This is an optimization exercise on Yosys and OpenROAD, whose aim is small area, not a production implementation. Where RTL was checked, it was by simulation tests only, not by an equivalence proof against the original. No functional check of the RTL was part of runs 4 and 5. Power is estimated from default activity; no workload was simulated.

### flow/config.mk
export PLATFORM = sky130hd
export DESIGN_NAME = frame_gen
export DESIGN_NICKNAME = frame_gen
export VERILOG_FILES = /design/flow/design.v
export SDC_FILE = /design/flow/constraint.sdc
export NUM_CORES = 4
export LEC_CHECK = 0
export CAP_MARGIN = 20
export CORE_MARGIN = 2
export CORE_UTILIZATION = 40
export SLEW_MARGIN = 20
export SYNTH_MEMORY_MAX_BITS = 1048576
### flow/constraint.sdc
create_clock -name core_clock -period 100.0 [get_ports {clk}]
set_input_delay 20.0000 -clock core_clock [delete_from_list [all_inputs] [get_ports {clk}]]
set_output_delay 20.0000 -clock core_clock [all_outputs]
set_load 0.01 [all_outputs]
### flow/design.v
module decoder(
    input [1:0] pix_data,
    input [2:0] sel,
    output reg [7:0] decoded_pix_data
    );
always @(*) begin
    if (sel == 3'b111) begin                     
        if (pix_data == 2'b00) 
            decoded_pix_data = 8'b00000000;
        else if (pix_data == 2'b11)
            decoded_pix_data = 8'b11111111;
        else 
            decoded_pix_data = 8'b01100100;    
    end else if (sel == 3'b110) begin                  
        if (pix_data == 2'b00) 
            decoded_pix_data = 8'b00000000;
        else if (pix_data == 2'b11)
            decoded_pix_data = 8'b10010110;
        else 
            decoded_pix_data = 8'b00110010; 
    end else if (sel == 3'b001) begin                  
        if (pix_data == 2'b00) 
            decoded_pix_data = 8'b00000000;
        else if (pix_data == 2'b11)
            decoded_pix_data = 8'b10010110;
        else 
            decoded_pix_data = 8'b00110010;
    end else 
        decoded_pix_data = 8'b00000000;        
end   
endmodule
module pixel_memory_cubes (
    input  [9:0] pos,
    input  [8:0] height,
    output [1:0] pix_value
);
    wire [6:0] xb = pos[9:3] - 7'd24;               
    wire [2:0] xm = xb % 7'd5;
    wire       xq = (xb / 7'd5) & 1'b1;           
    wire [5:0] up = {xm, pos[2:0]};                
    wire [5:0] yb = height[8:3];
    wire [2:0] ym = yb % 6'd5;
    wire       hv = (yb / 6'd5) & 1'b1;            
    wire       py = (yb / 6'd10) & 1'b1;           
    wire [5:0] r  = {ym, height[2:0]};             
    wire       hu = xq ^ py;                       
    wire [5:0] thr_lo = hv ? r + 6'd1 : r;
    wire [5:0] thr_hi = hv ? 6'd39 - r : 6'd40 - r;
    wire [5:0] thr = hu ? thr_hi : thr_lo;
    wire       on = (up < thr) ^ hu ^ hv;
    assign pix_value = on ? (hu ? 2'd3 : 2'd1) : 2'd0;
endmodule
module pixel_memory_logo (input [9:0] pos, input [8:0] height, output reg [1:0] pix_value);
    always @(*) begin
        pix_value = 2'd3;
        if (height >= 9'd120 && height < 9'd137) begin
            if (pos >= 10'd272 && pos < 10'd337) pix_value = 2'd1;
            if (pos >= 10'd368 && pos < 10'd433) pix_value = 2'd1;
        end
        if (height >= 9'd137 && height < 9'd153) begin
            if (pos >= 10'd272 && pos < 10'd289) pix_value = 2'd1;
            if (pos >= 10'd320 && pos < 10'd337) pix_value = 2'd1;
            if (pos >= 10'd368 && pos < 10'd385) pix_value = 2'd1;
            if (pos >= 10'd416 && pos < 10'd433) pix_value = 2'd1;
        end
        if (height >= 9'd153 && height < 9'd169) begin
            if (pos >= 10'd272 && pos < 10'd289) pix_value = 2'd1;
            if (pos >= 10'd320 && pos < 10'd337) pix_value = 2'd1;
            if (pos >= 10'd368 && pos < 10'd385) pix_value = 2'd1;
            if (pos >= 10'd416 && pos < 10'd433) pix_value = 2'd1;
            if (pos >= 10'd448 && pos < 10'd465) pix_value = 2'd1;
            if (pos >= 10'd480 && pos < 10'd497) pix_value = 2'd1;
        end
        if (height >= 9'd169 && height < 9'd185) begin
            if (pos >= 10'd272 && pos < 10'd289) pix_value = 2'd1;
            if (pos >= 10'd320 && pos < 10'd337) pix_value = 2'd1;
            if (pos >= 10'd368 && pos < 10'd385) pix_value = 2'd1;
            if (pos >= 10'd416 && pos < 10'd433) pix_value = 2'd1;
            if (pos >= 10'd480 && pos < 10'd497) pix_value = 2'd1;
            if (pos >= 10'd528 && pos < 10'd545) pix_value = 2'd1;
            if (pos >= 10'd560 && pos < 10'd577) pix_value = 2'd1;
            if (pos >= 10'd592 && pos < 10'd625) pix_value = 2'd1;
            if (pos >= 10'd640 && pos < 10'd705) pix_value = 2'd1;
        end
        if (height >= 9'd185 && height < 9'd201) begin
            if (pos >= 10'd272 && pos < 10'd289) pix_value = 2'd1;
            if (pos >= 10'd320 && pos < 10'd385) pix_value = 2'd1;
            if (pos >= 10'd416 && pos < 10'd433) pix_value = 2'd1;
            if (pos >= 10'd448 && pos < 10'd465) pix_value = 2'd1;
            if (pos >= 10'd480 && pos < 10'd497) pix_value = 2'd1;
            if (pos >= 10'd512 && pos < 10'd529) pix_value = 2'd1;
            if (pos >= 10'd560 && pos < 10'd593) pix_value = 2'd1;
            if (pos >= 10'd640 && pos < 10'd657) pix_value = 2'd1;
            if (pos >= 10'd688 && pos < 10'd705) pix_value = 2'd1;
        end
        if (height >= 9'd201 && height < 9'd217) begin
            if (pos >= 10'd272 && pos < 10'd289) pix_value = 2'd1;
            if (pos >= 10'd416 && pos < 10'd433) pix_value = 2'd1;
            if (pos >= 10'd448 && pos < 10'd465) pix_value = 2'd1;
            if (pos >= 10'd480 && pos < 10'd513) pix_value = 2'd1;
            if (pos >= 10'd560 && pos < 10'd577) pix_value = 2'd1;
            if (pos >= 10'd640 && pos < 10'd657) pix_value = 2'd1;
            if (pos >= 10'd688 && pos < 10'd705) pix_value = 2'd1;
        end
        if (height >= 9'd217 && height < 9'd233) begin
            if (pos >= 10'd272 && pos < 10'd289) pix_value = 2'd1;
            if (pos >= 10'd304 && pos < 10'd401) pix_value = 2'd0;
            if (pos >= 10'd416 && pos < 10'd433) pix_value = 2'd1;
            if (pos >= 10'd448 && pos < 10'd465) pix_value = 2'd1;
            if (pos >= 10'd480 && pos < 10'd497) pix_value = 2'd1;
            if (pos >= 10'd512 && pos < 10'd529) pix_value = 2'd1;
            if (pos >= 10'd560 && pos < 10'd577) pix_value = 2'd1;
            if (pos >= 10'd640 && pos < 10'd657) pix_value = 2'd1;
            if (pos >= 10'd688 && pos < 10'd705) pix_value = 2'd1;
        end
        if (height >= 9'd233 && height < 9'd249) begin
            if (pos >= 10'd272 && pos < 10'd289) pix_value = 2'd1;
            if (pos >= 10'd344 && pos < 10'd361) pix_value = 2'd0;
            if (pos >= 10'd416 && pos < 10'd433) pix_value = 2'd1;
            if (pos >= 10'd448 && pos < 10'd465) pix_value = 2'd1;
            if (pos >= 10'd480 && pos < 10'd497) pix_value = 2'd1;
            if (pos >= 10'd528 && pos < 10'd545) pix_value = 2'd1;
            if (pos >= 10'd560 && pos < 10'd577) pix_value = 2'd1;
            if (pos >= 10'd640 && pos < 10'd705) pix_value = 2'd1;
        end
        if (height >= 9'd249 && height < 9'd281) begin
            if (pos >= 10'd272 && pos < 10'd289) pix_value = 2'd1;
            if (pos >= 10'd344 && pos < 10'd361) pix_value = 2'd0;
        end
        if (height >= 9'd281 && height < 9'd297) begin
            if (pos >= 10'd272 && pos < 10'd289) pix_value = 2'd1;
            if (pos >= 10'd344 && pos < 10'd361) pix_value = 2'd0;
            if (pos >= 10'd384 && pos < 10'd433) pix_value = 2'd0;
            if (pos >= 10'd448 && pos < 10'd497) pix_value = 2'd0;
            if (pos >= 10'd512 && pos < 10'd561) pix_value = 2'd0;
            if (pos >= 10'd576 && pos < 10'd593) pix_value = 2'd0;
            if (pos >= 10'd608 && pos < 10'd641) pix_value = 2'd0;
            if (pos >= 10'd656 && pos < 10'd673) pix_value = 2'd0;
            if (pos >= 10'd688 && pos < 10'd705) pix_value = 2'd0;
        end
        if (height >= 9'd297 && height < 9'd313) begin
            if (pos >= 10'd272 && pos < 10'd289) pix_value = 2'd1;
            if (pos >= 10'd344 && pos < 10'd361) pix_value = 2'd0;
            if (pos >= 10'd416 && pos < 10'd433) pix_value = 2'd0;
            if (pos >= 10'd448 && pos < 10'd465) pix_value = 2'd0;
            if (pos >= 10'd544 && pos < 10'd561) pix_value = 2'd0;
            if (pos >= 10'd576 && pos < 10'd609) pix_value = 2'd0;
            if (pos >= 10'd656 && pos < 10'd673) pix_value = 2'd0;
            if (pos >= 10'd688 && pos < 10'd769) pix_value = 2'd0;
        end
        if (height >= 9'd313 && height < 9'd329) begin
            if (pos >= 10'd272 && pos < 10'd289) pix_value = 2'd1;
            if (pos >= 10'd344 && pos < 10'd361) pix_value = 2'd0;
            if (pos >= 10'd384 && pos < 10'd433) pix_value = 2'd0;
            if (pos >= 10'd448 && pos < 10'd497) pix_value = 2'd0;
            if (pos >= 10'd512 && pos < 10'd561) pix_value = 2'd0;
            if (pos >= 10'd576 && pos < 10'd593) pix_value = 2'd0;
            if (pos >= 10'd656 && pos < 10'd673) pix_value = 2'd0;
            if (pos >= 10'd688 && pos < 10'd705) pix_value = 2'd0;
            if (pos >= 10'd720 && pos < 10'd737) pix_value = 2'd0;
            if (pos >= 10'd752 && pos < 10'd769) pix_value = 2'd0;
        end
        if (height >= 9'd329 && height < 9'd345) begin
            if (pos >= 10'd272 && pos < 10'd289) pix_value = 2'd1;
            if (pos >= 10'd344 && pos < 10'd361) pix_value = 2'd0;
            if (pos >= 10'd384 && pos < 10'd401) pix_value = 2'd0;
            if (pos >= 10'd416 && pos < 10'd433) pix_value = 2'd0;
            if (pos >= 10'd480 && pos < 10'd497) pix_value = 2'd0;
            if (pos >= 10'd512 && pos < 10'd529) pix_value = 2'd0;
            if (pos >= 10'd544 && pos < 10'd561) pix_value = 2'd0;
            if (pos >= 10'd576 && pos < 10'd593) pix_value = 2'd0;
            if (pos >= 10'd656 && pos < 10'd673) pix_value = 2'd0;
            if (pos >= 10'd688 && pos < 10'd705) pix_value = 2'd0;
            if (pos >= 10'd752 && pos < 10'd769) pix_value = 2'd0;
        end
        if (height >= 9'd345 && height < 9'd361) begin
            if (pos >= 10'd272 && pos < 10'd289) pix_value = 2'd1;
            if (pos >= 10'd344 && pos < 10'd361) pix_value = 2'd0;
            if (pos >= 10'd384 && pos < 10'd433) pix_value = 2'd0;
            if (pos >= 10'd448 && pos < 10'd497) pix_value = 2'd0;
            if (pos >= 10'd512 && pos < 10'd561) pix_value = 2'd0;
            if (pos >= 10'd576 && pos < 10'd593) pix_value = 2'd0;
            if (pos >= 10'd656 && pos < 10'd673) pix_value = 2'd0;
            if (pos >= 10'd688 && pos < 10'd705) pix_value = 2'd0;
            if (pos >= 10'd752 && pos < 10'd769) pix_value = 2'd0;
        end
    end
endmodule
module pixel_memory_choco_bar (
    input  [9:0] pos,
    input  [4:0] col_q25,
    input  [8:0] height,
    output [1:0] pix_value
);
    wire [6:0] yb = height[8:2] - 7'd10;
    wire [4:0] ym = yb % 7'd25;
    wire [6:0] u = {col_q25, pos[1:0]};           
    wire [6:0] v = {ym, height[1:0]};             
    wire mid = (v >= 7'd25) && (v <= 7'd74);
    wire [6:0] thr = (mid ? 7'd100 : 7'd99) - v;
    wire below = (u < thr);
    wire t = mid ? ((u < 7'd24) || (!below && (u < 7'd75))) : below;
    wire in_y = (height >= 9'd41) && (height <= 9'd439);
    wire in_x = (pos >= 10'd211) && (pos <= 10'd811);
    assign pix_value = !(in_x && in_y) ? 2'd0 : (pos == 10'd211 || t) ? 2'd3 : 2'd1;
endmodule
module frame_timing_gen (
    input clk,
    input rst,
    input en,
    output reg fval,
    output reg dval,
    output reg lval,
    output lval_negedge_out,
    output fval_posedge_out,
    output reg [9:0] line_pos,
    output reg [4:0] col_q25,
    output           col_mod3_zero,
    output reg [8:0] line_counter
    );
localparam POS0 = 111;                   
localparam [18:0] FVAL_CNT_0    = 19'h00001;
localparam [18:0] FVAL_CNT_1    = 19'h00002;
localparam [18:0] FVAL_CNT_LAST = 19'h501b7;    
reg [18:0] counter_fval;
reg [1:0]  col_mod3;
assign col_mod3_zero = (col_mod3 == 2'd0);
reg fval_samp;
reg lval_samp;
reg en_samp; 
wire fval_posedge = fval && !fval_samp; 
wire lval_negedge = !lval && lval_samp; 
wire en_posedge = en && !en_samp; 
assign lval_negedge_out = lval_negedge;
assign fval_posedge_out = fval_posedge;
wire last_line   = (line_counter >= 9'd479);
wire fval_wrap   = (counter_fval == FVAL_CNT_LAST);
wire [18:0] fval_step = {counter_fval[17:0],
                         counter_fval[18] ^ counter_fval[17] ^ counter_fval[16] ^ counter_fval[13]};
wire in_lines    = (line_pos >= POS0);                  
wire line_end    = (line_pos == POS0 + 900);            
always @(posedge clk or posedge rst) begin
    if (rst == 1) begin
        counter_fval <= FVAL_CNT_0;
        line_pos <= POS0 - 49;
        col_q25 <= 5'd12;
        col_mod3 <= 2'd2;
        line_counter <= 0;
        fval <= 1'b0;
        lval <= 1'b0;
        dval <= 1'b0;
        fval_samp <= 1'b0;
        lval_samp <= 1'b0;
        en_samp <= 1'b0;
    end else begin
        en_samp <= en;
        fval_samp <= fval;
        lval_samp <= lval;
        if (en && fval_wrap)
            fval <= 1'b1;
        else if (lval_negedge && last_line)
            fval <= 1'b0;
        else if (en_posedge)
            fval <= 1'b1;
        if (en)
            counter_fval <= fval_wrap ? FVAL_CNT_1 : fval_step;
        else if (fval_posedge)
            counter_fval <= FVAL_CNT_1;
        if (!fval)
            col_mod3 <= 2'd2;
        else
            col_mod3 <= (col_mod3 == 2'd2) ? 2'd0 : col_mod3 + 1'b1;
        if (!fval)
            col_q25 <= 5'd12;
        else if (line_pos[1:0] == 2'b11)
            col_q25 <= (col_q25 == 5'd24) ? 5'd0 : col_q25 + 1'b1;
        if (!fval)
            line_pos <= POS0 - 49;
        else if (line_end)
            line_pos <= POS0 + 1;
        else
            line_pos <= line_pos + 1;
        if (fval_posedge)
            line_counter <= 0;
        else if (lval_negedge)
            line_counter <= line_counter + 1;
        lval <= fval && in_lines && (line_pos < POS0 + 800 || line_end);
        dval <= lval && (line_pos >= POS0 + 80) && (line_pos < POS0 + 720) && (line_counter < 9'd480);
    end
end
endmodule
module frame_pattern_gen (
    input clk,
    input rst,
    input [2:0] sel,
    input dval,
    input lval_negedge,
    input fval_posedge,
    input [9:0] line_pos,
    input [4:0] col_q25,
    input       col_mod3_zero,       
    input [8:0] line_counter,
    output reg [7:0] pix_value
    );
reg [1:0] repeat1;
reg [7:0] reg_pix_value;
reg [1:0] pix_logo;
reg [1:0] pix_cubes;
reg [1:0] pix_choco_bar;
wire [1:0] new_logo;
wire [1:0] new_cubes;
wire [1:0] new_choco_bar;
wire sel_choco = (sel == 3'b001);
wire sel_cubes = (sel == 3'b110);
wire sel_logo  = (sel == 3'b111);
wire image_sel = sel_choco || sel_cubes || sel_logo;
pixel_memory_logo PIX_MEM_LOGO (
    .pos(line_pos), 
    .height(line_counter),
    .pix_value(new_logo)
);
pixel_memory_cubes PIX_MEM_CUBES (
    .pos(line_pos), 
    .height(line_counter), 
    .pix_value(new_cubes)
);
pixel_memory_choco_bar PIX_MEM_CHOCO_BAR (
    .pos(line_pos), 
    .col_q25(col_q25),
    .height(line_counter), 
    .pix_value(new_choco_bar)
);
wire [1:0] image_pix = sel_choco ? pix_choco_bar : sel_cubes ? pix_cubes : pix_logo;
wire [7:0] image_value;
decoder DECODER (
    .pix_data(image_pix),
    .sel(sel),
    .decoded_pix_data(image_value)
);
wire [7:0] band30 = line_counter[8:1] / 8'd15;
wire [7:0] straps_value = {4{band30[1:0]}};
wire col_odd = (line_pos >= 10'd273 && line_pos <= 10'd352) ||
               (line_pos >= 10'd433 && line_pos <= 10'd512) ||
               (line_pos >= 10'd593 && line_pos <= 10'd672) ||
               (line_pos >= 10'd753 && line_pos <= 10'd912);
wire below_480 = (line_counter < 9'd480);
wire checker_white = !below_480 || (col_odd ^ band30[1]);
always @(posedge clk or posedge rst) begin
    if (rst == 1) begin
      repeat1 <= 1;
      reg_pix_value <= 0;
      pix_logo <= 2'b11;
      pix_cubes <= 2'b00;
      pix_choco_bar <= 2'b00;
      pix_value <= 0;
    end else begin
        if (dval && sel == 3'b010 && repeat1 == 2'd3 && col_mod3_zero)
            reg_pix_value <= reg_pix_value + 1;
        else if (lval_negedge || fval_posedge)
            reg_pix_value <= 0;
        if (sel == 3'b010 && repeat1 != 2'd3)
            repeat1 <= repeat1 + 1;
        else if (fval_posedge)
            repeat1 <= 1;
        if (dval && image_sel) begin
            pix_logo <= new_logo;
            pix_cubes <= new_cubes;
            pix_choco_bar <= new_choco_bar;
        end else if (fval_posedge) begin
            pix_logo <= 2'b11;
            pix_cubes <= 2'b00;
            pix_choco_bar <= 2'b00;
        end
        if (sel == 3'b011)
            pix_value <= {8{checker_white}};
        else if (!dval)
            pix_value <= 0;
        else if (sel == 3'b000)
            pix_value <= straps_value;
        else if (image_sel)
            pix_value <= image_value;
        else if (sel == 3'b010 && repeat1 == 2'd3)
            pix_value <= reg_pix_value;
    end
end
endmodule
module frame_gen #(
    parameter FPS               = 30,
    parameter CLK_FREQ_HZ       = 13200000,
    parameter FVAL2LVAL         = 50,
    parameter LVAL2DVAL         = 80,
    parameter WIDTH             = 640,
    parameter HEIGHT            = 480,
    parameter LVAL_HIGH         = 800,
    parameter LVAL_LOW          = 100,
    parameter BPP               = 8
)(
    input clk,
    input rst,
    input en,                
    input [2:0] sel,         
    output fval,
    output lval,
    output dval,
    output [BPP-1:0] pix_data
    );
wire lval_negedge_out;
wire fval_posedge_out;
wire [9:0] line_pos;
wire [4:0] col_q25;
wire col_mod3_zero;
wire [8:0] line_counter;
frame_timing_gen FRAME_TIME_GEN (
    .clk(clk),
    .rst(rst),
    .en(en),
    .fval(fval),
    .lval(lval),
    .dval(dval),
    .lval_negedge_out(lval_negedge_out),
    .fval_posedge_out(fval_posedge_out),
    .line_pos(line_pos),
    .col_q25(col_q25),
    .col_mod3_zero(col_mod3_zero),
    .line_counter(line_counter)
);  
frame_pattern_gen FRAME_PAT_GEN (
    .clk(clk),
    .rst(rst),
    .sel(sel),
    .dval(dval),
    .lval_negedge(lval_negedge_out),
    .fval_posedge(fval_posedge_out),
    .line_pos(line_pos),
    .col_q25(col_q25),
    .col_mod3_zero(col_mod3_zero),
    .line_counter(line_counter),
    .pix_value(pix_data)
);    
endmodule
### flow/flow/run.sh
#!/bin/bash
# Layout flow: the standard ORFS flow (standard.sh), with
# - its synthesis step run by synth_recipe_mod.tcl (see flow/patch_synth.py)
#   instead of synth_recipe.tcl: the same synthesis up to and including the
#   flip-flop mapping, then no adder cells and an area-oriented abc script;
# - the make variables listed in flow/make_args.txt (one per line): smaller
#   port buffers and clock-tree buffers.
# Each tool's output goes to a log of its own: ORFS writes
# orfs/logs/<platform>/frame_gen/base/*.log, and this script writes
# flow_patch.log (the script patch) and flow_make.log (make, DEF export).
set -euo pipefail
HERE=$(pwd)
cp flow/synth_recipe_mod.tcl flow/abc_min.script "$HERE/"
python3 flow/patch_synth.py "$FLOW_HOME/scripts/synth.tcl" "$HERE/synth_mod.tcl" > flow_patch.log 2>&1
grep -q 'SYNTH_SCRIPT=' standard.sh
sed -e "s#SYNTH_SCRIPT=[^ ]*#SYNTH_SCRIPT=$HERE/synth_recipe_mod.tcl#" standard.sh > flow_standard_mod.sh
args=()
if [[ -f flow/make_args.txt ]]; then
  while IFS= read -r line; do
    [[ -n "$line" && "${line:0:1}" != "#" ]] && args+=("$line")
  done < flow/make_args.txt
fi
bash flow_standard_mod.sh "${args[@]}" finish > flow_make.log 2>&1
test -f out/final.def
### flow/flow/abc_min.script
strash
&get -n
&fraig -x
&put
scorr
dc2
dc2
strash
&get -n
&dch -f
&nf -R 1000 -p -F 10 -A 6
&put
strash
dc2
&get -n
&dch -f
&nf -R 1000 -p -F 16 -A 10 -C 32
&put
strash
dc2
&get -n
&dch -f
&nf -R 1000 -p -F 16 -A 10 -C 32
&put
strash
dc2
&get -n
&dch -f
&nf -R 1000 -p -F 16 -A 10 -C 32
&put
### flow/flow/synth_recipe_mod.tcl
proc synth {args} { yosys synth -nofsm -noshare {*}$args }
source [file dirname [info script]]/synth_mod.tcl
# left out here: clear keep_hierarchy, flatten, clean up, hide names made inside functions, write 1_2_yosys.v
### flow/flow/make_args.txt
BUFFER_PORTS_ARGS=-buffer_cell sky130_fd_sc_hd__buf_1
CTS_ARGS=-sink_clustering_enable -repair_clock_nets -dont_use_dummy_load -buf_list sky130_fd_sc_hd__clkbuf_8
### flow/flow/patch_synth.py
# Writes synth_mod.tcl: ORFS's synth.tcl with three changes for a smaller
# netlist; everything up to and including the flip-flop mapping is the same,
# so the registers (names, count, cell types) are those of the standard
# synthesis.
#  1. no Kogge-Stone carry-lookahead map for adders and comparators;
#  2. no extraction of full/half adder cells (abc maps that logic);
#  3. abc runs flow/abc_min.script, an area-oriented script.
import sys
src, dst = sys.argv[1], sys.argv[2]
s = open(src).read()
old = '''  set synth_full_args [concat $synth_full_args \\
    "-extra-map $::env(FLOW_HOME)/platforms/common/lcu_kogge_stone.v"]'''
assert old in s
s = s.replace(old, '  # (no Kogge-Stone carry-lookahead map)')
i = s.index('# Technology mapping of adders')
j = s.index('# Technology mapping of latches')
s = s[:i] + '# (adders are left to abc)\n\n' + s[j:]
old = '  log_cmd abc {*}$abc_args\n'
assert old in s
s = s.replace(old, '  log_cmd abc -script [file dirname [info script]]/abc_min.script {*}[lrange $abc_args 2 end]\n')
open(dst, 'w').write(s)
### flow/standard.sh
#!/bin/bash
# synth_recipe.tcl (not shown) runs the flow's synth.tcl, then flattens the netlist and writes it again
# the make line also repeats each setting of config.mk as NAME=value (left out here)
make -C /OpenROAD-flow-scripts/flow DESIGN_CONFIG=/design/flow/config.mk WORK_HOME=/design/flow/orfs CLKGATE_MAP_FILE= SYNTH_SCRIPT=/design/flow/synth_recipe.tcl "${@:-finish}"
==> results.ini, run 1 <==
[flow_run]
drv_cap=0

[grt]
track_usage_pct=20.7
grt_pass1_wl_um=24700
grt_max_degree=76
grt_antenna_before_repair=0
grt_pass1_vias=4958
overflow=0

[detailed_routing]
drt-total-wl_um=14600
ant_nets=0
drt_iter0_drc=356
wl_per_cell_um=16.1
drtPass1Iterations=5
num_vias=5432
drt-vias-per-instance=6.01
route.detailed.drc=0

[yosys]
yosys-top-cells-area=dfrtp_1 (29%), o21ai_0 (6.3%), nand2_1 (6.2%)
synth_top_area_cell=dfrtp_1
synth_top_area_share_pct=29.1
synth_seq_cells=75
synth-edff-count=0
synth-main-ff-cell=dfrtp_1
syn_avg_cell_area_um2=7.73
synth-seq-area-share_pct=35.0
synth.distinct_cells=57
netlist_area_um2=5410
synth_nets=706
syn-instance-count=700
ys_async_sr_fraction_pct=100
ys_warn_count=4

[worst_setup_path]
worst-r2r-cell-count=27
worstSetupEndpointType=register
critPathLaunchType=input port
crit_path_max_fanout=6
crit_required_ps=100230
critPathKind=input port to register
critical_path_arrival_ps=22440

[floorplanning]
die_height_um=120
dieArea_um2=14500
initial_core_util_pct=40.9
core.rowCount=42
coreArea_um2=13200
ios=17
die_width_um=120

[sta]
max_slew_margin_pct=36.2
maxSlewViolCount=0
setup_tns_ps=0
worstMarginPinSlew_ps=957
hold_violations=0
finalSetupViolations=0
clock.fmax_mhz=45.0
rsz0062_at_grt=false
fin_crit_ps=22200
post-route-period-util_pct=22.2
finalClockSkew_ps=18.9

[finish]
n_antenna_cell=0
area_delta_synth_final_pct=8.09
nFillCells=1336
final_cells=904
nets=736
drive_gt1_share_pct=3.85

[clock_network]
cts_sinks=75
cts_setup_buffers=0
root_buffer=clkbuf_8
clk_pin_slew_ps=70
clock_path_buffers=2
cts_buffers=9
cts_tree=built
hold_buffers=0
cts_max_level=3
worstSkewPairLatency_ps=350
cts-resized-gates=0

[pwr]
ir_drop_mv=0.0158
p_leak_nw=2.29
pwr_density_cell_nw_per_um2=28.9

[placed_design]
hpwl_um=10600
port_buffers=16
dpl.cell_count=895
gp_congestion=0.917

[min_path]
holdPathStages=0
hp-class=register to register

[status]
status=finished clean

## state kept, by name, summed over array words and instances (netlist names)
| register | flops |
|---|---|
| FRAME_TIME_GEN.line_pos | 10 |
| FRAME_PAT_GEN.pix_logo | 2 |
| FRAME_TIME_GEN.fval | 1 |
| FRAME_PAT_GEN.reg_pix_value | 8 |
| FRAME_TIME_GEN.lval | 1 |
| FRAME_TIME_GEN.counter_fval | 19 |
| FRAME_TIME_GEN.lval_samp | 1 |
| FRAME_PAT_GEN.pix_value | 8 |
| FRAME_TIME_GEN.en_samp | 1 |
| FRAME_TIME_GEN.dval | 1 |
| FRAME_TIME_GEN.col_q25 | 5 |
| FRAME_PAT_GEN.repeat1 | 2 |
| FRAME_TIME_GEN.col_mod3 | 2 |
| FRAME_PAT_GEN.pix_cubes | 2 |
| FRAME_TIME_GEN.line_counter | 9 |
| FRAME_TIME_GEN.fval_samp | 1 |
| FRAME_PAT_GEN.pix_choco_bar | 2 |
## final timing paths
| check | slack (ps) | startpoint | end |
|---|---|---|---|
| max | 77800 | sel[1] | FRAME_PAT_GEN.reg_pix_value[7] |
| min | 470 | FRAME_TIME_GEN.lval | FRAME_TIME_GEN.lval_samp |
| max reg2reg | 92600 | FRAME_TIME_GEN.line_counter[5] | FRAME_PAT_GEN.pix_choco_bar[1] |
| min reg2reg | 470 | FRAME_TIME_GEN.lval | FRAME_TIME_GEN.lval_samp |
| max in group asynchronous | 79480 | rst | FRAME_TIME_GEN.col_q25[0] |
| min in group asynchronous | 19920 | rst | FRAME_PAT_GEN.reg_pix_value[2] |
## power breakdown
part	total [mW]	internal, mW	switching, mW
clock network	0.0180	0.00804	0.00998
logic	0.0956	0.0372	0.0584
registers	0.0553	0.0403	0.0150
## layer usage
| metal | up-vias | routed length [µm] | GRT usage (%) |
|---|---|---|---|
| met5 | - | 0 | 0 |
| met4 | 0 | 252 | 5.60 |
| met3 | 21 | 578 | 2.97 |
| met2 | 130 | 6460 | 31.5 |
| met1 | 2625 | 7300 | 30.7 |
| li1 | 2656 | - | - |
## cells in the mapped netlist (3+ instances only)
cell type,n
nand2_1,90
nor2_1,85
o21ai_0,68
a21oi_1,64
dfrtp_1,63
nor3_1,35
nor2b_1,25
nand3_1,23
nand2b_1,20
xnor2_1,20
clkinv_1,15
xor2_1,13
a22o_1,12
and2_0,12
dfstp_2,12
and3_1,11
a31oi_1,9
o22ai_1,8
a21o_1,7
or2_0,7
maj3_1,6
nand4_1,6
nor4_1,6
o211ai_1,6
o21a_1,6
mux2i_1,5
o31ai_1,5
or3_1,5
a22oi_1,4
a32oi_1,4
o21bai_1,4
a2111oi_0,3
nand4b_1,3
nor3b_1,3
o2111ai_1,3
o221ai_1,3
## cell usage in the layout (no fill, tap or decap), types with 5 or more instances in the layout
cell	count
a21o_1	7
a21oi_1	64
a22o_1	12
a31oi_1	9
and2_0	12
and3_1	11
buf_1	16
clkbuf_8	9
clkinv_1	14
dfrtp_1	63
dfstp_2	12
maj3_1	6
mux2i_1	5
nand2_1	90
nand2b_1	20
nand3_1	23
nand4_1	6
nor2_1	84
nor2b_1	24
nor3_1	35
nor4_1	5
o211ai_1	6
o21a_1	6
o21ai_0	68
o22ai_1	8
o31ai_1	5
or2_0	7
or3_1	5
xnor2_1	20
xor2_1	13
## area by class of cell
class	count	area, µm²	area share (%)
multi-input cells	610	3470	59.4
flip-flops and latches	75	1890	32.3
well taps	176	220	3.77
clock buffers	9	124	2.12
repair buffers	19	82.6	1.41
inverters	15	56.3	0.963
## stage by stage
step                area, µm²  hold WS, ps  utilization (%)  setup WS (ps)  power [mW]
floorplan                5410          446                -          78000       0.124
global placement         5710          450             43.1          77630       0.147
detailed placement       5710          453             43.1          77500       0.149
CTS                      5840          470             44.1          77860       0.167
global route             5850          508             44.2          77510       0.184
finish                   5850          467             44.2          77800       0.169
## kinds of logic (layout without fill, tap and decap cells)
logic type	count (synthesis)	in the layout	synth area share, %
multiplexers	6	6	1.13
XOR/XNOR	33	33	5.34
adder cells (fa/ha/maj)	6	6	1.11
AO/OA/AOI/OAI	229	229	26.5
flip-flops	75	75	35.0
AND/OR/NAND/NOR	336	336	29.9
buffers and inverters	15	43	1.04
## critical path, stage by stage
cell and delay [ps]:
buf_1 190, nor3b_1 410, and3_1 250, nand3_1 130, nor2b_1 210, and2_0 290
nand3_1 160, nor2b_1 210, and2_0 220, nand2_1 80, and2_0 170, nand2_1 60
o21ai_0 60
==> inputs of run 2 (changes only) <==
==> flow/flow/make_args.txt (replaced) <==
BUFFER_PORTS_ARGS=-buffer_cell sky130_fd_sc_hd__buf_1
CTS_ARGS=-sink_clustering_enable -repair_clock_nets -dont_use_dummy_load -buf_list sky130_fd_sc_hd__clkbuf_4 -sink_clustering_size 5
==> run 2 against run 1 <==
Effect of this change:
- still clean on timing, DRC and antenna
- maximum frequency up 0.37%
- worst setup slack better by 82 ps
- final cell count is 0.11% higher
- area after synthesis unchanged
- count of clock-buffer cells in the layout unchanged
- critical path type unchanged
==> results.ini, run 2 <==
[status]
status=finished clean

[pwr]
ir_drop_mv=0.0143
p_leak_nw=2.26
pwr_density_cell_nw_per_um2=28.3

[yosys]
netlist_area_um2=5410
ys_async_sr_fraction_pct=100
synth-edff-count=0
synth_top_area_cell=dfrtp_1
synth-seq-area-share_pct=35.0
synth_nets=706
yosys-top-cells-count=nand2_1 (90), nor2_1 (85), o21ai_0 (68)
yosysMostFrequentCell=nand2_1
synth_top_area_share_pct=29.1
synth-main-ff-cell=dfrtp_1
synth.distinct_cells=57
synth_seq_cells=75
syn_avg_cell_area_um2=7.73
ys_warn_count=4
syn-instance-count=700
yosys-top-cells-area=dfrtp_1 (29%), o21ai_0 (6.3%), nand2_1 (6.2%)

[placed_design]
dpl.cell_count=895
gp_congestion=0.917
hpwl_um=10600
port_buffers=16
place_area_um2=5710
pre_cts_ws_ps=77500

[finish]
final_cell_mix=nand2_1 (90), nor2_1 (84), o21ai_0 (68)
design_area_um2=5790
top_regs=FRAME_TIME_GEN.counter_fval x19, FRAME_TIME_GEN.line_pos x10, FRAME_TIME_GEN.line_counter x9
area_delta_synth_final_pct=7.10
top_register=FRAME_TIME_GEN.counter_fval
layout_commonest_cell=nand2_1
final_cells=905
nets=736
final_core_util_pct=43.8
drive_gt1_share_pct=3.85
largest_register_ffs=19

[floorplanning]
initial_core_util_pct=40.9
core.rowCount=42
die_width_um=120
die_height_um=120
coreArea_um2=13200
ios=17
dieArea_um2=14500

[sta]
setup_tns_ps=0
finalSetupViolations=0
maxSlewViolCount=0
clock.fmax_mhz=45.2
worstMarginPinSlew_ps=950
finalClockSkew_ps=37.4
hold_violations=0
post-route-period-util_pct=22.1
fin_crit_ps=22120
rsz0062_at_grt=false
max_slew_margin_pct=36.5
finalWorstSetupSlack_ps=77880

[detailed_routing]
route.detailed.drc=0
ant_nets=0
drtPass1Iterations=5
drt-total-wl_um=14500
num_vias=5435
drt_iter0_drc=385
drt-vias-per-instance=6.01
wl_per_cell_um=16.0

[worst_setup_path]
timing.rr.start=FRAME_TIME_GEN.line_counter[5]
crit_required_ps=100310
critPathLaunchType=input port
worstReg2RegEnd=FRAME_PAT_GEN.pix_choco_bar[1]
worst-r2r-cell-count=27
ff2ff_setup_slack_ps=92560
worstSetupEndpointType=register
critical_path_arrival_ps=22430
crit_path_max_fanout=6
critPathKind=input port to register

[grt]
overflow=0
grt_pass1_wl_um=24600
grt_max_degree=76
grt_antenna_before_repair=0
grt_pass1_vias=4979
track_usage_pct=20.7

[min_path]
worstHoldStart=FRAME_TIME_GEN.lval
hp-class=register to register
holdPathStages=0
whs_endpoint=FRAME_TIME_GEN.lval_samp

[clock_network]
hold_buffers=0
cts_sinks=75
clock_path_buffers=2
cts-resized-gates=0
root_buffer=clkbuf_4
cts_buffers=9
cts_tree=built
cts_setup_buffers=0
cts_max_level=3
clk_pin_slew_ps=110
worstSkewPairLatency_ps=420

[flow_run]
drv_cap=0

==> run 2: cell types whose count changed in the layout (fill, tap and decap cells not counted) <==
cell and change:
clkbuf_4 +9, clkbuf_8 -9, diode_2 +1
==> run 2: cell type report <==
type | count | area, µm²
diodes | 1 | 2.50
clock buffers | 9 | 67.6
fillers | 1342 | 7450
inverters | 15 | 56.3
multi-input cells | 610 | 3470
flip-flops and latches | 75 | 1890
well taps | 176 | 220
repair buffers | 19 | 82.6
==> run 2: report_power, final <==
part | leakage (nW) | total (mW) | internal, mW | switching (mW)
Sequential | 0.939 | 0.0552 | 0.0402 | 0.0150
Clock | 0.0414 | 0.0135 | 0.00419 | 0.00928
Combinational | 1.28 | 0.0955 | 0.0372 | 0.0584
==> run 2: worst max-delay path: stages <==
cell and delay (ps):
buf_1 180, nor3b_1 410, and3_1 260, nand3_1 130, nor2b_1 210, and2_0 280
nand3_1 150, nor2b_1 210, and2_0 220, nand2_1 80, and2_0 170, nand2_1 60
o21ai_0 60
==> run 2: worst max path at each step <==
stage | start | to | slack (ps)
final | sel[1] | FRAME_PAT_GEN.reg_pix_value[7] | 77880
after global routing | sel[1] | FRAME_PAT_GEN.reg_pix_value[7] | 77610
after CTS | sel[1] | FRAME_PAT_GEN.reg_pix_value[7] | 77960
after detailed placement | sel[1] | FRAME_PAT_GEN.reg_pix_value[7] | 77500
after global placement | sel[1] | FRAME_PAT_GEN.reg_pix_value[7] | 77630
after floorplan | sel[2] | FRAME_PAT_GEN.reg_pix_value[7] | 78000
==> run 2: per-layer routing <==
metal	GRT usage, %	wire length (µm)	up-vias
met5	0	0	-
met4	5.38	189	0
met3	2.97	765	17
met2	31.6	6540	153
met1	30.6	7030	2608
li1	-	-	2657
==> run 2: through the flow <==
step                hold slack, ps  total power, mW
floorplan                      446            0.124
global placement               450            0.147
detailed placement             453            0.149
CTS                            478            0.163
global route                   518            0.179
finish                         467            0.164
==> run 2: kinds of logic (layout without fill, tap and decap cells) <==
family                     Yosys count  after routing  share of synthesized area [%]
xor gates and xnor gates            33             33                           5.34
and+or+nand+nor                    336            336                           29.9
buffers and inverters               15             43                           1.04
muxes                                6              6                           1.13
adders and majority gates            6              6                           1.11
AOI/OAI and AO/OA                  229            229                           26.5
other                                0              1                              0
DFF                                 75             75                           35.0
==> inputs of run 3 (changes only) <==
==> flow/flow/run.sh (replaced) <==
#!/bin/bash
# Layout flow: the standard ORFS flow, with its synthesis step run by
# synth_recipe_mod.tcl (see flow/patch_synth.py) instead of synth_recipe.tcl.
# Each tool's output goes to a log of its own: ORFS writes
# orfs/logs/<platform>/frame_gen/base/*.log, and this script writes
# flow_patch.log (the script patch) and flow_make.log (make, DEF export).
set -euo pipefail
HERE=$(pwd)
cp flow/synth_recipe_mod.tcl flow/abc_min.script "$HERE/"
python3 flow/patch_synth.py "$FLOW_HOME/scripts/synth.tcl" "$HERE/synth_mod.tcl" > flow_patch.log 2>&1
grep -q 'SYNTH_SCRIPT=' standard.sh
sed -e "s#SYNTH_SCRIPT=[^ ]*#SYNTH_SCRIPT=$HERE/synth_recipe_mod.tcl#" standard.sh > flow_standard_mod.sh
bash flow_standard_mod.sh finish > flow_make.log 2>&1
test -f out/final.def
==> flow/flow/abc_min.script (replaced) <==
strash
&get -n
&fraig -x
&put
scorr
dc2
strash
&get -n
&dch -f
&nf -R 1000
&put
removed: flow/flow/make_args.txt
==> run 3 against run 2 <==
Effect of this change:
- critical path depth shrank 5
- register-to-register slack lost 140 ps
- utilization grew 1.9 points
- flip-flop and latch count is the same
- worst setup slack gained 32 ps
- count of clock-buffer cells in the layout is the same
- hold slack gained 12 ps
- largest power group unchanged
==> results.ini, run 3 <==
[status]
status=finished clean

[grt]
grt_max_degree=76
grt_pass1_vias=5213
track_usage_pct=22.1
grt_pass1_wl_um=26500
overflow=0
grt_antenna_before_repair=0

[detailed_routing]
drt-total-wl_um=15900
drt-vias-per-instance=6.05
wl_per_cell_um=16.7
drt_iter0_drc=394
ant_nets=0
route.detailed.drc=0
num_vias=5766
drtPass1Iterations=5

[clock_network]
root_buffer=clkbuf_16
cts-resized-gates=0
cts_sinks=75
clock_path_buffers=2
cts_tree=built
cts_max_level=3
cts_buffers=9
worstSkewPairLatency_ps=340
clk_pin_slew_ps=60
cts_setup_buffers=0
hold_buffers=0

[floorplanning]
dieArea_um2=14900
coreArea_um2=13800
die_height_um=122
initial_core_util_pct=40.6
die_width_um=122
core.rowCount=43
ios=17

[yosys]
synth-edff-count=0
synth-seq-area-share_pct=33.8
synth_top_area_share_pct=28.2
syn_avg_cell_area_um2=7.58
synth_seq_cells=75
yosys-top-cells-count=nor2_1 (99), nand2_1 (94), o21ai_0 (69)
synth-main-ff-cell=dfrtp_1
synth.distinct_cells=53
yosys-top-cells-area=dfrtp_1 (28%), nor2_1 (6.6%), nand2_1 (6.3%)
yosysMostFrequentCell=nor2_1
ys_async_sr_fraction_pct=100
netlist_area_um2=5590
synth_nets=743
ys_warn_count=4
syn-instance-count=737
synth_top_area_cell=dfrtp_1

[sta]
post-route-period-util_pct=22.1
finalClockSkew_ps=6.76
fin_crit_ps=22090
maxSlewViolCount=0
hold_violations=0
finalSetupViolations=0
clock.fmax_mhz=45.3
worstMarginPinSlew_ps=959
rsz0062_at_grt=false
max_slew_margin_pct=36.1
setup_tns_ps=0

[finish]
drive_gt1_share_pct=4.40
n_antenna_cell=0
largest_register_ffs=19
final_cell_mix=nor2_1 (98), nand2_1 (94), o21ai_0 (69)
top_register=FRAME_TIME_GEN.counter_fval
nets=774
top_regs=FRAME_TIME_GEN.counter_fval x19, FRAME_TIME_GEN.line_pos x10, FRAME_TIME_GEN.line_counter x9
layout_commonest_cell=nor2_1
final_cells=953
area_delta_synth_final_pct=12.6
nFillCells=1420

[worst_setup_path]
critPathLaunchType=input port
worstSetupEndpointType=register
crit_required_ps=100260
critPathKind=input port to register
crit_path_max_fanout=9
critical_path_arrival_ps=22350

[pwr]
pwr_density_cell_nw_per_um2=31.9
ir_drop_mv=0.0271
p_leak_nw=2.49

[placed_design]
hpwl_um=11700
gp_congestion=0.908
dpl.cell_count=937
port_buffers=16

[min_path]
hp-class=register to register

[flow_run]
drv_cap=0

run 3: final cells by class:
cell class	instances	area (µm²)	area share [%]
Clock buffer	9	225	3.58
Clock inverter	7	60.1	0.954
Inverter	18	67.6	1.07
Multi-Input combinational cell	644	3630	57.7
Sequential cell	75	1890	30.1
Tap cell	180	225	3.58
Timing Repair Buffer	20	190	3.02
run 3: stage by stage:
| stage | area [µm²] | setup WS [ps] | utilization [%] | hold slack [ps] | total power [mW] |
|---|---|---|---|---|---|
| floorplan | 5590 | 78420 | - | 443 | 0.136 |
| global placement | 6000 | 77620 | 43.6 | 474 | 0.167 |
| detailed placement | 6000 | 77590 | 43.6 | 471 | 0.168 |
| CTS | 6290 | 77940 | 45.7 | 486 | 0.201 |
| global route | 6290 | 77690 | 45.7 | 492 | 0.220 |
| finish | 6290 | 77910 | 45.7 | 480 | 0.201 |
run 3: final timing paths:
check	from	to	slack, ps	cells past startpoint
setup reg to reg	FRAME_TIME_GEN.line_counter[3]	FRAME_PAT_GEN.pix_choco_bar[1]	92420	30
min in group asynchronous	rst	FRAME_PAT_GEN.reg_pix_value[1]	20260	3
setup / recovery	sel[2]	FRAME_PAT_GEN.pix_value[1]	77910	8
hold reg to reg	FRAME_PAT_GEN.pix_cubes[0]	FRAME_PAT_GEN.pix_cubes[0]	480	1
max in group asynchronous	rst	FRAME_PAT_GEN.pix_choco_bar[1]	79100	3
hold / removal	FRAME_PAT_GEN.pix_cubes[0]	FRAME_PAT_GEN.pix_cubes[0]	480	1
run 3: worst max-delay path: stages:
cell             delay, ps
clkdlybuf4s50_1        610
nor2_1                  80
nand2_1                160
nand3_1                180
or2_0                  380
or3_1                  550
o31a_1                 240
a21oi_1                150
run 3: cells by family after synthesis:
kind of cell             Yosys count  synth area share, %
XOR/XNOR                          41                 6.42
buffers and inverters             18                 1.21
multiplexers                       4                0.716
flip-flops                        75                 33.8
adder cells (fa/ha/maj)            6                 1.07
AND/OR/NAND/NOR                  344                 28.9
AO/OA/AOI/OAI                    249                 27.9
run 3: metal layers:
layer	up-vias	routed length (µm)	global-route usage, %
met2	188	7340	33.9
met5	-	0	0
li1	2800	-	-
met4	0	502	9.63
met3	37	865	3.84
met1	2741	7220	30.6
run 3: report_power, final:
group	internal, mW	switching, mW	total [mW]	leakage (nW)
registers	0.0401	0.0155	0.0556	0.939
clock network	0.0173	0.0144	0.0317	0.136
logic	0.0451	0.0683	0.113	1.41
total	0.102	0.0983	0.201	2.49
==> inputs of run 4 (changes only) <==
--- a/flow/design.v
+++ b/flow/design.v
@@ -210,6 +210,6 @@
     input en,
     output reg fval,
-    output reg dval,
-    output reg lval,
+    output dval,
+    output lval,
     output lval_negedge_out,
     output fval_posedge_out,
@@ -226,10 +226,10 @@
 reg [1:0]  col_mod3;
 assign col_mod3_zero = (col_mod3 == 2'd0);
-reg fval_samp;
-reg lval_samp;
 reg en_samp; 
-wire fval_posedge = fval && !fval_samp; 
-wire lval_negedge = !lval && lval_samp; 
+wire fval_posedge = fval && (line_pos == POS0 - 49);
+wire lval_negedge = (line_pos == POS0 + 801);
 wire en_posedge = en && !en_samp; 
+assign lval = (line_pos >= POS0 + 1) && (line_pos <= POS0 + 800);
+assign dval = (line_pos >= POS0 + 81) && (line_pos <= POS0 + 720) && (line_counter < 9'd480);
 assign lval_negedge_out = lval_negedge;
 assign fval_posedge_out = fval_posedge;
@@ -238,5 +238,4 @@
 wire [18:0] fval_step = {counter_fval[17:0],
                          counter_fval[18] ^ counter_fval[17] ^ counter_fval[16] ^ counter_fval[13]};
-wire in_lines    = (line_pos >= POS0);                  
 wire line_end    = (line_pos == POS0 + 900);            
 always @(posedge clk or posedge rst) begin
@@ -248,13 +247,7 @@
         line_counter <= 0;
         fval <= 1'b0;
-        lval <= 1'b0;
-        dval <= 1'b0;
-        fval_samp <= 1'b0;
-        lval_samp <= 1'b0;
         en_samp <= 1'b0;
     end else begin
         en_samp <= en;
-        fval_samp <= fval;
-        lval_samp <= lval;
         if (en && fval_wrap)
             fval <= 1'b1;
@@ -285,6 +278,4 @@
         else if (lval_negedge)
             line_counter <= line_counter + 1;
-        lval <= fval && in_lines && (line_pos < POS0 + 800 || line_end);
-        dval <= lval && (line_pos >= POS0 + 80) && (line_pos < POS0 + 720) && (line_counter < 9'd480);
     end
 end
==> flow/flow/run.sh (replaced) <==
#!/bin/bash
# Layout flow: the standard ORFS flow (standard.sh), with
# - its synthesis step run by synth_recipe_mod.tcl (see flow/patch_synth.py)
#   instead of synth_recipe.tcl: the same synthesis up to and including the
#   flip-flop mapping, then no adder cells and an area-oriented abc script;
# - the make variables listed in flow/make_args.txt (one per line): smaller
#   port buffers and clock-tree buffers.
# Each tool's output goes to a log of its own: ORFS writes
# orfs/logs/<platform>/frame_gen/base/*.log, and this script writes
# flow_patch.log (the script patch) and flow_make.log (make, DEF export).
set -euo pipefail
HERE=$(pwd)
cp flow/synth_recipe_mod.tcl flow/abc_min.script "$HERE/"
python3 flow/patch_synth.py "$FLOW_HOME/scripts/synth.tcl" "$HERE/synth_mod.tcl" > flow_patch.log 2>&1
grep -q 'SYNTH_SCRIPT=' standard.sh
sed -e "s#SYNTH_SCRIPT=[^ ]*#SYNTH_SCRIPT=$HERE/synth_recipe_mod.tcl#" standard.sh > flow_standard_mod.sh
args=()
if [[ -f flow/make_args.txt ]]; then
  while IFS= read -r line; do
    [[ -n "$line" && "${line:0:1}" != "#" ]] && args+=("$line")
  done < flow/make_args.txt
fi
bash flow_standard_mod.sh "${args[@]}" finish > flow_make.log 2>&1
test -f out/final.def
==> flow/flow/abc_min.script (replaced) <==
strash
&get -n
&fraig -x
&put
scorr
dc2
dc2
strash
&get -n
&dch -f
&nf -R 1000 -p -F 10 -A 6
&put
strash
dc2
&get -n
&dch -f
&nf -R 1000 -p -F 16 -A 10 -C 32
&put
strash
dc2
&get -n
&dch -f
&nf -R 1000 -p -F 16 -A 10 -C 32
&put
strash
dc2
&get -n
&dch -f
&nf -R 1000 -p -F 16 -A 10 -C 32
&put
==> flow/flow/make_args.txt (new file) <==
BUFFER_PORTS_ARGS=-buffer_cell sky130_fd_sc_hd__buf_1
CTS_ARGS=-sink_clustering_enable -repair_clock_nets -dont_use_dummy_load -root_buf sky130_fd_sc_hd__clkbuf_16 -buf_list sky130_fd_sc_hd__clkbuf_4 -sink_clustering_size 8
==> run 4 against run 3 <==
Effect of this change:
- global-route usage fell by 0.59 points
- via count fell by 4.3%
- sequential share of layout area rose by 0.86 points
- clock skew rose by 10 ps
- sequential power fell by 9.0%
- worst setup slack got worse by 560 ps
- flip-flop and latch count fell by 4
==> results.ini, run 4 <==
[sta]
rsz0062_at_grt=false
clock.fmax_mhz=44.2
maxSlewViolCount=0
max_slew_margin_pct=36.7
hold_violations=0
worstMarginPinSlew_ps=950
finalClockSkew_ps=16.7
finalWorstSetupSlack_ps=77350
finalSetupViolations=0
fin_crit_ps=22650
setup_tns_ps=0
post-route-period-util_pct=22.6

[worst_setup_path]
crit_path_max_fanout=25
critPathLaunchType=register
path_cells=nor2_1 -> o21ai_0 -> nor2_1 -> buf_1
worst_path_dominant_cell_family=simple AND/OR/NAND/NOR gates
path_buf_inv=1
worstSetupEndpointType=output pin
slowest_delay_ps=660
cp_slowest_cell=dfrtp_1
path_common_cell=nor2_1
critical_path_arrival_ps=2650
critPathKind=register to output pin
ff2ff_setup_slack_ps=92960
crit_required_ps=80000

[finish]
area_delta_synth_final_pct=10.1
drive_gt1_share_pct=3.76
final_core_util_pct=45.5
layout_commonest_cell=nand2_1
nets=727
top_regs=FRAME_TIME_GEN.counter_fval x19, FRAME_TIME_GEN.line_pos x10, FRAME_TIME_GEN.line_counter x9
largest_register_ffs=19
top_register=FRAME_TIME_GEN.counter_fval
design_area_um2=5790
final_cell_mix=nand2_1 (91), a21oi_1 (77), nor2_1 (75)
n_antenna_cell=0

[yosys]
ys_warn_count=4
synth_top_family_by_area=compound AO/OA/AOI/OAI gates
muxShareOfSynthArea_pct=0.570
synth_compound_area_share_pct=31.2
synth_top_area_cell=dfrtp_1
synth-main-ff-cell=dfrtp_1
synthAdderAreaFrac_pct=0.190
synth-seq-area-share_pct=34.0
netlist_area_um2=5270
syn-instance-count=691
ys_async_sr_fraction_pct=100
synth_top_area_share_pct=28.0
synth_seq_cells=71
synth-edff-count=0
yosys-top-cells-area=dfrtp_1 (28%), a21oi_1 (7.3%), o21ai_0 (6.7%)
synth_xor_area_share_pct=4.99
yosys-top-cells-count=nand2_1 (91), a21oi_1 (77), nor2_1 (76)
syn_avg_cell_area_um2=7.62
synth_nets=697
yosysMostFrequentCell=nand2_1
synthSimpleGateAreaFrac_pct=27.9
synth.distinct_cells=55

[placed_design]
gp_congestion=0.910
place_area_um2=5560
hpwl_um=10900
port_buffers=16
pre_cts_ws_ps=77720

[pwr]
clkPwrFrac_pct=15.9
p_int_mw=0.0877
p_sw_mw=0.0773
ir_drop_mv=0.0132
power_mw=0.165
pwr-share-comb_pct=53.4
pwr_density_cell_nw_per_um2=28.5
p_sw_share_pct=46.8
seqPwrFrac_pct=30.7
p_leak_nw=2.23

[floorplanning]
coreArea_um2=12700
die_width_um=119
die_height_um=119
ios=17
core.rowCount=41
dieArea_um2=14100
initial_core_util_pct=41.4

[detailed_routing]
num_vias=5519
drt-total-wl_um=15000
ant_nets=0
route.detailed.drc=0
drt-vias-per-instance=6.19
wl_per_cell_um=16.8
drt_iter0_drc=518
drtPass1Iterations=7

[min_path]
hp-class=register to register

[clock_network]
hold_buffers=0
worstSkewPairLatency_ps=330
clock_path_buffers=2
cts-resized-gates=0
cts_buffers=9
cts_max_level=3
cts_sinks=71
root_buffer=clkbuf_16
cts_tree=built
cts_setup_buffers=0
clk_pin_slew_ps=60

[grt]
grt_pass1_wl_um=25200
grt_pass1_vias=5077
overflow=0
grt_antenna_before_repair=1
track_usage_pct=21.5
grt_max_degree=72

[status]
status=finished clean

[flow_run]
drv_cap=0

run 4: cell count changes in the layout (fill, tap and decap cells not counted), sizes merged, moves of 6 or more:
cell and change:
nor4 +6, o31ai -8, o211ai -7, nor2 -23
o22a +6, xor2 -13, a21oi +12, clkdlybuf4s50 -16
nand3 -12, buf +14
run 4: kinds of logic after synthesis:
logic type               Yosys count
AO/OA/AOI/OAI                    264
XOR/XNOR                          30
AND/OR/NAND/NOR                  307
flip-flops                        71
multiplexers                       3
buffers and inverters             15
adder cells (fa/ha/maj)            1
run 4: cell type report:
type                    instances  area [µm²]
clock buffers                   9         225
fillers                      1282        6930
inverters                      15        56.3
multi-input cells             605        3430
flip-flops and latches         71        1790
well taps                     172         215
repair buffers                 19        80.1
run 4: per-stage QoR:
| step | hold slack, ps | cells |
|---|---|---|
| finish | 476 | 891 |
| detailed placement | 465 | 881 |
| global placement | 456 | 881 |
| global route | 497 | 891 |
| CTS | 475 | 890 |
| floorplan | 438 | 691 |
run 4: final timing paths:
path,start,endpoint,cells past startpoint
setup / recovery,FRAME_TIME_GEN.line_pos[7],dval,4
hold / removal,FRAME_TIME_GEN.col_mod3[0],FRAME_TIME_GEN.col_mod3[0],1
setup reg to reg,FRAME_TIME_GEN.line_counter[3],FRAME_PAT_GEN.pix_choco_bar[1],32
hold reg to reg,FRAME_TIME_GEN.col_mod3[0],FRAME_TIME_GEN.col_mod3[0],1
max in group asynchronous,rst,FRAME_TIME_GEN.line_counter[1],3
min in group asynchronous,rst,FRAME_TIME_GEN.counter_fval[11],3
run 4: power by group through the flow:
stage	sequential, mW	combinational [mW]	clock, mW
2_1_floorplan	0.0477	0.0671	0
3_3_place_gp	0.0505	0.0845	0
3_5_place_dp	0.0509	0.0865	0
4_1_cts	0.0505	0.0872	0.0270
5_1_grt	0.0524	0.0992	0.0281
6_report	0.0506	0.0881	0.0263
run 4: metal layers:
metal  up-vias  part of all wire [%]  global-route usage, %
li1       2673                     -                      -
met1      2632                    48                   31.7
met2       191                    44                   32.8
met3        23                   6.1                   3.52
met4         0                   1.6                   5.51
met5         -                     0                      0
==> inputs of run 5 (changes only) <==
==> flow/flow/make_args.txt (replaced) <==
BUFFER_PORTS_ARGS=-buffer_cell sky130_fd_sc_hd__buf_1
CTS_ARGS=-sink_clustering_enable -repair_clock_nets -dont_use_dummy_load -root_buf sky130_fd_sc_hd__clkbuf_8 -buf_list sky130_fd_sc_hd__clkbuf_4
==> run 5 against run 4 <==
Effect of this change:
- highest routed layer unchanged
- critical path depth stayed put
- die area stayed put
- flip-flop and latch count stayed put
- non-clock buffer count stayed put
- sequential share of layout area is 0.55 points higher
- critical path type unchanged
- sequential power hardly changed
- register-to-register slack worse by 70 ps
- combinational power hardly changed
- routed wire length is 0.28% higher
==> results.ini, run 5 <==
[clock_network]
clock_path_buffers=2
cts_tree=built
clk_pin_slew_ps=80
cts_setup_buffers=0
root_buffer=clkbuf_8
worstSkewPairLatency_ps=360
cts-resized-gates=0
cts_sinks=71
cts_buffers=9
cts_max_level=3
hold_buffers=0

[worst_setup_path]
path_common_cell=nor2_1
crit_required_ps=80000
path_cells=nor2_1 -> o21ai_0 -> nor2_1 -> buf_1
critPathKind=register to output pin
critical_path_arrival_ps=2670
slowest_delay_ps=670
worstSetupEndpointType=output pin
critPathLaunchType=register
cp_slowest_cell=dfrtp_1
worst_path_dominant_cell_family=simple AND/OR/NAND/NOR gates
path_buf_inv=1
crit_path_max_fanout=25

[yosys]
synth-seq-area-share_pct=34.0
synth_top_area_share_pct=28.0
synth_seq_cells=71
synth-edff-count=0
yosys-top-cells-area=dfrtp_1 (28%), a21oi_1 (7.3%), o21ai_0 (6.7%)
yosys-top-cells-count=nand2_1 (91), a21oi_1 (77), nor2_1 (76)
ys_async_sr_fraction_pct=100
yosysMostFrequentCell=nand2_1
synth.distinct_cells=55
ys_warn_count=4
synth-main-ff-cell=dfrtp_1
netlist_area_um2=5270
syn-instance-count=691
synth_nets=697
syn_avg_cell_area_um2=7.62
synth_top_area_cell=dfrtp_1

[sta]
hold_violations=0
max_slew_margin_pct=37.0
post-route-period-util_pct=22.7
finalSetupViolations=0
finalWorstSetupSlack_ps=77330
worstMarginPinSlew_ps=945
setup_tns_ps=0
maxSlewViolCount=0
rsz0062_at_grt=false
finalClockSkew_ps=24.4
clock.fmax_mhz=44.1
fin_crit_ps=22670

[flow_run]
drv_cap=0

[finish]
top_regs=FRAME_TIME_GEN.counter_fval x19, FRAME_TIME_GEN.line_pos x10, FRAME_TIME_GEN.line_counter x9
largest_register_ffs=19
final_cell_mix=nand2_1 (91), a21oi_1 (77), nor2_1 (75)
nets=727
final_cells=891
design_area_um2=5690
layout_commonest_cell=nand2_1
n_antenna_cell=0
top_register=FRAME_TIME_GEN.counter_fval
drive_gt1_share_pct=3.76
area_delta_synth_final_pct=8.13

[floorplanning]
die_height_um=119
initial_core_util_pct=41.4
coreArea_um2=12700
ios=17
die_width_um=119
core.rowCount=41
dieArea_um2=14100

[placed_design]
hpwl_um=10900
port_buffers=16
gp_congestion=0.910
pre_cts_ws_ps=77720
dpl.cell_count=881
place_area_um2=5560

[pwr]
pwr_density_cell_nw_per_um2=27.5
ir_drop_mv=0.0123
p_leak_nw=2.19

[grt]
grt_pass1_wl_um=25300
grt_pass1_vias=5055
grt_antenna_before_repair=1
overflow=0
grt_max_degree=72
track_usage_pct=21.7

[detailed_routing]
drt_iter0_drc=583
route.detailed.drc=0
num_vias=5492
drt-total-wl_um=15000
drt-vias-per-instance=6.16
wl_per_cell_um=16.9
drtPass1Iterations=5
ant_nets=0

[min_path]
hp-class=register to register

[status]
status=finished clean

run 5: changes by cell type in the layout (fill, tap and decap cells not counted):
cell       delta
clkbuf_16     -9
clkbuf_8      +9
run 5: kinds of logic after synthesis:
logic type | share of synthesized area (%)
AND/OR/NAND/NOR | 27.9
AO/OA/AOI/OAI | 31.2
flip-flops | 34.0
XOR/XNOR | 4.99
buffers and inverters | 1.07
multiplexers | 0.570
adder cells (fa/ha/maj) | 0.190
run 5: final timing paths:
path	startpoint	endpoint	slack (ps)	cells past startpoint
worst min register to register	FRAME_TIME_GEN.col_mod3[0]	FRAME_TIME_GEN.col_mod3[0]	480	1
worst max-delay path	FRAME_TIME_GEN.line_pos[7]	dval	77330	4
worst min-delay path	FRAME_TIME_GEN.col_mod3[0]	FRAME_TIME_GEN.col_mod3[0]	480	1
max in group asynchronous	rst	FRAME_TIME_GEN.col_q25[1]	79480	3
min in group asynchronous	rst	FRAME_TIME_GEN.counter_fval[11]	19860	3
worst max register to register	FRAME_TIME_GEN.line_counter[3]	FRAME_PAT_GEN.pix_choco_bar[1]	92890	32
run 5: stage by stage:
stage	hold WS (ps)	total power, mW	utilization [%]
CTS	478	0.156	44.7
global placement	456	0.135	43.7
detailed placement	465	0.137	43.7
global route	501	0.171	44.7
finish	479	0.156	44.7
floorplan	438	0.115	-
run 5: routing by layer:
layer | track usage, % | vias to the layer above | share of wire [%]
li1 | - | 2666 | -
met1 | 31.7 | 2638 | 49
met2 | 32.9 | 171 | 44
met3 | 3.67 | 17 | 5.3
met4 | 6.03 | 0 | 1.4
met5 | 0 | - | 0
run 5: layout make-up:
type	count	area, µm²
Timing Repair Buffer	19	80.1
Clock buffer	9	124
Multi-Input combinational cell	605	3430
Sequential cell	71	1790
Inverter	15	56.3
Tap cell	172	215
Fill cell	1305	7030
run 5: power breakdown:
| part | internal [mW] | switching, mW |
|---|---|---|
| clock | 0.00802 | 0.00976 |
| sequential | 0.0376 | 0.0129 |
| combinational | 0.0342 | 0.0537 |
| total | 0.0799 | 0.0764 |
run 5: worst reg2reg max path, delay by kind of cell, from the launching register on:
family	cells	cell delay (ps)
compound gates	14	3080
flops	1	640
simple gates	13	2280
xor+xnor	4	950
buf+inv	1	80
==> inputs of run 6 (changes only) <==
--- a/flow/design.v
+++ b/flow/design.v
@@ -36,6 +36,7 @@
 );
     wire [6:0] xb = pos[9:3] - 7'd24;               
-    wire [2:0] xm = xb % 7'd5;
-    wire       xq = (xb / 7'd5) & 1'b1;           
+    wire [4:0] xs = xb[6:4] + xb[3:0];
+    wire [2:0] xm = xs % 5'd5;
+    wire       xq = xb[4] ^ ((xs / 5'd5) & 1'b1);  
     wire [5:0] up = {xm, pos[2:0]};                
     wire [5:0] yb = height[8:3];
@@ -329,5 +330,8 @@
     .decoded_pix_data(image_value)
 );
-wire [7:0] band30 = line_counter[8:1] / 8'd15;
+wire [3:0] band_h = line_counter[8:5];
+wire [3:0] band_l = line_counter[4:1];
+wire [4:0] band_s = band_h + band_l;
+wire [3:0] band30 = band_h + (band_s >= 5'd15) + (band_s >= 5'd30);
 wire [7:0] straps_value = {4{band30[1:0]}};
 wire col_odd = (line_pos >= 10'd273 && line_pos <= 10'd352) ||
==> run 6 against run 5 <==
Effect of this change:
- hold slack lost 18 ps
- synthesized cell count down 1.2%
- flip-flop and latch count is the same
- die area is 0.25% lower
- register-to-register slack got worse by 410 ps
- largest power group unchanged
- combinational power increased by 19%
- via count is 1.0% lower
- worst setup slack gained 120 ps
- still clean
- global-route usage rose by 0.11 points
- area after synthesis decreased by 0.26%
==> results.ini, run 6 <==
[floorplanning]
die_height_um=119
die_width_um=119
coreArea_um2=12700
ios=17
core.rowCount=41
dieArea_um2=14100
initial_core_util_pct=41.3

[placed_design]
place_area_um2=5560
hpwl_um=10900
port_buffers=16
gp_congestion=0.958
dpl.cell_count=875
pre_cts_ws_ps=77900

[clock_network]
root_buffer=clkbuf_8
cts_buffers=9
cts_sinks=71
clk_pin_slew_ps=70
cts_setup_buffers=0
worstSkewPairLatency_ps=370
hold_buffers=0
cts_max_level=3
cts_tree=built
clock_path_buffers=2
cts-resized-gates=0

[pwr]
clkPwrFrac_pct=10.5
p_sw_share_pct=49.7
ir_drop_mv=0.0217
p_sw_mw=0.0862
p_leak_nw=2.16
pwr_density_cell_nw_per_um2=30.4
pwr-share-comb_pct=60.7
p_int_mw=0.0871
seqPwrFrac_pct=28.8

[sta]
setup_tns_ps=0
finalSetupViolations=0
max_slew_margin_pct=38.9
worstMarginPinSlew_ps=916
maxSlewViolCount=0
fin_crit_ps=22550
finalClockSkew_ps=20.8
hold_violations=0
finalWorstSetupSlack_ps=77450
post-route-period-util_pct=22.6
rsz0062_at_grt=false
clock.fmax_mhz=44.3

[yosys]
synth_nets=689
synth-edff-count=0
yosys-top-cells-count=nor2_1 (98), a21oi_1 (79), nand2_1 (69)
synth_top_area_share_pct=28.1
synth.distinct_cells=55
ys_warn_count=4
syn_avg_cell_area_um2=7.69
ys_async_sr_fraction_pct=100
synth_top_area_cell=dfrtp_1
synth_seq_cells=71
synth-main-ff-cell=dfrtp_1
syn-instance-count=683
yosys-top-cells-area=dfrtp_1 (28%), a21oi_1 (7.5%), nor2_1 (7.0%)
netlist_area_um2=5250
yosysMostFrequentCell=nor2_1
synth-seq-area-share_pct=34.1

[status]
status=finished clean

[worst_setup_path]
critPathKind=register to output pin
worstSetupEndpointType=output pin
path_cells=and2_0 -> nor3_1 -> nor3_1 -> buf_1
crit_path_max_fanout=22
cp_slowest_cell=dfrtp_1
ff2ff_setup_slack_ps=92480
critical_path_arrival_ps=2550
critPathLaunchType=register
slowest_delay_ps=740
crit_required_ps=80000
path_common_cell=nor3_1

[grt]
grt_max_degree=72
grt_pass1_vias=5044
overflow=0
grt_antenna_before_repair=0
grt_pass1_wl_um=25200
track_usage_pct=21.8

[finish]
multi_input_area_um2=3400
drive_gt1_share_pct=4.07
final_cell_mix=nor2_1 (97), a21oi_1 (79), nand2_1 (69)
largest_register_ffs=19
final_core_util_pct=44.8
layout_commonest_cell=nor2_1
nets=720
nFillCells=1362
n_antenna_cell=0
top_regs=FRAME_TIME_GEN.counter_fval x19, FRAME_TIME_GEN.line_pos x10, FRAME_TIME_GEN.line_counter x9
area_delta_synth_final_pct=8.48
top_register=FRAME_TIME_GEN.counter_fval
design_area_um2=5700
final_cells=884
seq_area_um2=1790

[min_path]
hp-class=register to register

[detailed_routing]
drt-total-wl_um=15100
drtPass1Iterations=6
drt-vias-per-instance=6.15
num_vias=5436
drt_iter0_drc=458
route.detailed.drc=0
wl_per_cell_um=17.1
ant_nets=0

[flow_run]
drv_cap=0

run 6: cell count changes in the layout (fill, tap and decap cells not counted), moves of 4 or more:
| cell | previous run | this run |
|---|---|---|
| a32o_1 | 3 | 7 |
| nor2b_1 | 12 | 20 |
| nor2_1 | 75 | 97 |
| nor4_1 | 6 | 12 |
| o22a_1 | 9 | 2 |
| clkinv_1 | 14 | 20 |
| o21ai_0 | 71 | 53 |
| nand3_1 | 22 | 18 |
| nand4_1 | 8 | 4 |
| o211ai_1 | 5 | 0 |
| nand2_1 | 91 | 69 |
| nor3_1 | 27 | 22 |
run 6: final cells by class:
cell class,instances,share of cell area [%]
inverters,21,1.38
repair buffers,20,1.58
multi-input cells,591,59.6
flip-flops and latches,71,31.5
well taps,172,3.78
clock buffers,9,2.17
run 6: logic make-up (layout without fill, tap and decap cells):
kind of cell	count (synthesis)	in the layout	share of synthesized area (%)
adder cells (fa/ha/maj)	2	2	0.381
buffers and inverters	21	50	1.50
AND/OR/NAND/NOR	304	304	27.7
XOR/XNOR	36	36	6.00
flip-flops	71	71	34.1
AO/OA/AOI/OAI	246	246	29.7
multiplexers	3	3	0.596
run 6: metrics by stage:
| stage | hold WS [ps] | total power, mW |
|---|---|---|
| floorplan | 434 | 0.128 |
| global placement | 449 | 0.153 |
| detailed placement | 451 | 0.155 |
| CTS | 460 | 0.174 |
| global route | 478 | 0.191 |
| finish | 461 | 0.173 |
run 6: power groups by stage:
stage               registers (mW)  clock network, mW  logic, mW
floorplan                   0.0470                  0     0.0812
detailed placement          0.0503                  0      0.105
finish                      0.0499             0.0182      0.105
CTS                         0.0498             0.0186      0.105
global placement            0.0499                  0      0.103
global route                0.0518             0.0199      0.119
run 6: final timing paths:
check                                          startpoint                              to  cells after the start
hold reg to reg                 FRAME_PAT_GEN.pix_logo[0]       FRAME_PAT_GEN.pix_logo[0]                      2
min in group asynchronous                             rst        FRAME_PAT_GEN.repeat1[1]                      3
hold / removal                  FRAME_PAT_GEN.pix_logo[0]       FRAME_PAT_GEN.pix_logo[0]                      2
setup reg to reg           FRAME_TIME_GEN.line_counter[5]  FRAME_PAT_GEN.pix_choco_bar[1]                     34
max in group asynchronous                             rst  FRAME_TIME_GEN.line_counter[0]                      3
setup / recovery               FRAME_TIME_GEN.line_pos[7]                            dval                      4
run 6: worst max-delay path: cells and delay by family, from the launching register on:
kind                   cells  cell delay (ps)
buffers and inverters      1              210
and+or+nand+nor            3             1240
DFF                        1              740
run 6: metal layers:
metal | wire length (µm) | share of wire, % | GRT usage [%] | vias up
met5 | 0 | 0 | 0 | -
met4 | 427 | 2.8 | 9.00 | 0
met3 | 598 | 4.0 | 2.27 | 30
met2 | 6960 | 46 | 34.2 | 175
met1 | 7150 | 47 | 30.6 | 2622
li1 | - | - | - | 2609

Re-timed with assumed drivers on the ports (clkbuf_16 on the clock, buf_2 on other inputs), run 6 has 77.418 ns of setup slack against 77.448 ns with ideal ports, and 77.811 ns once port delays also move by the mid clock arrival of 0.394 ns.
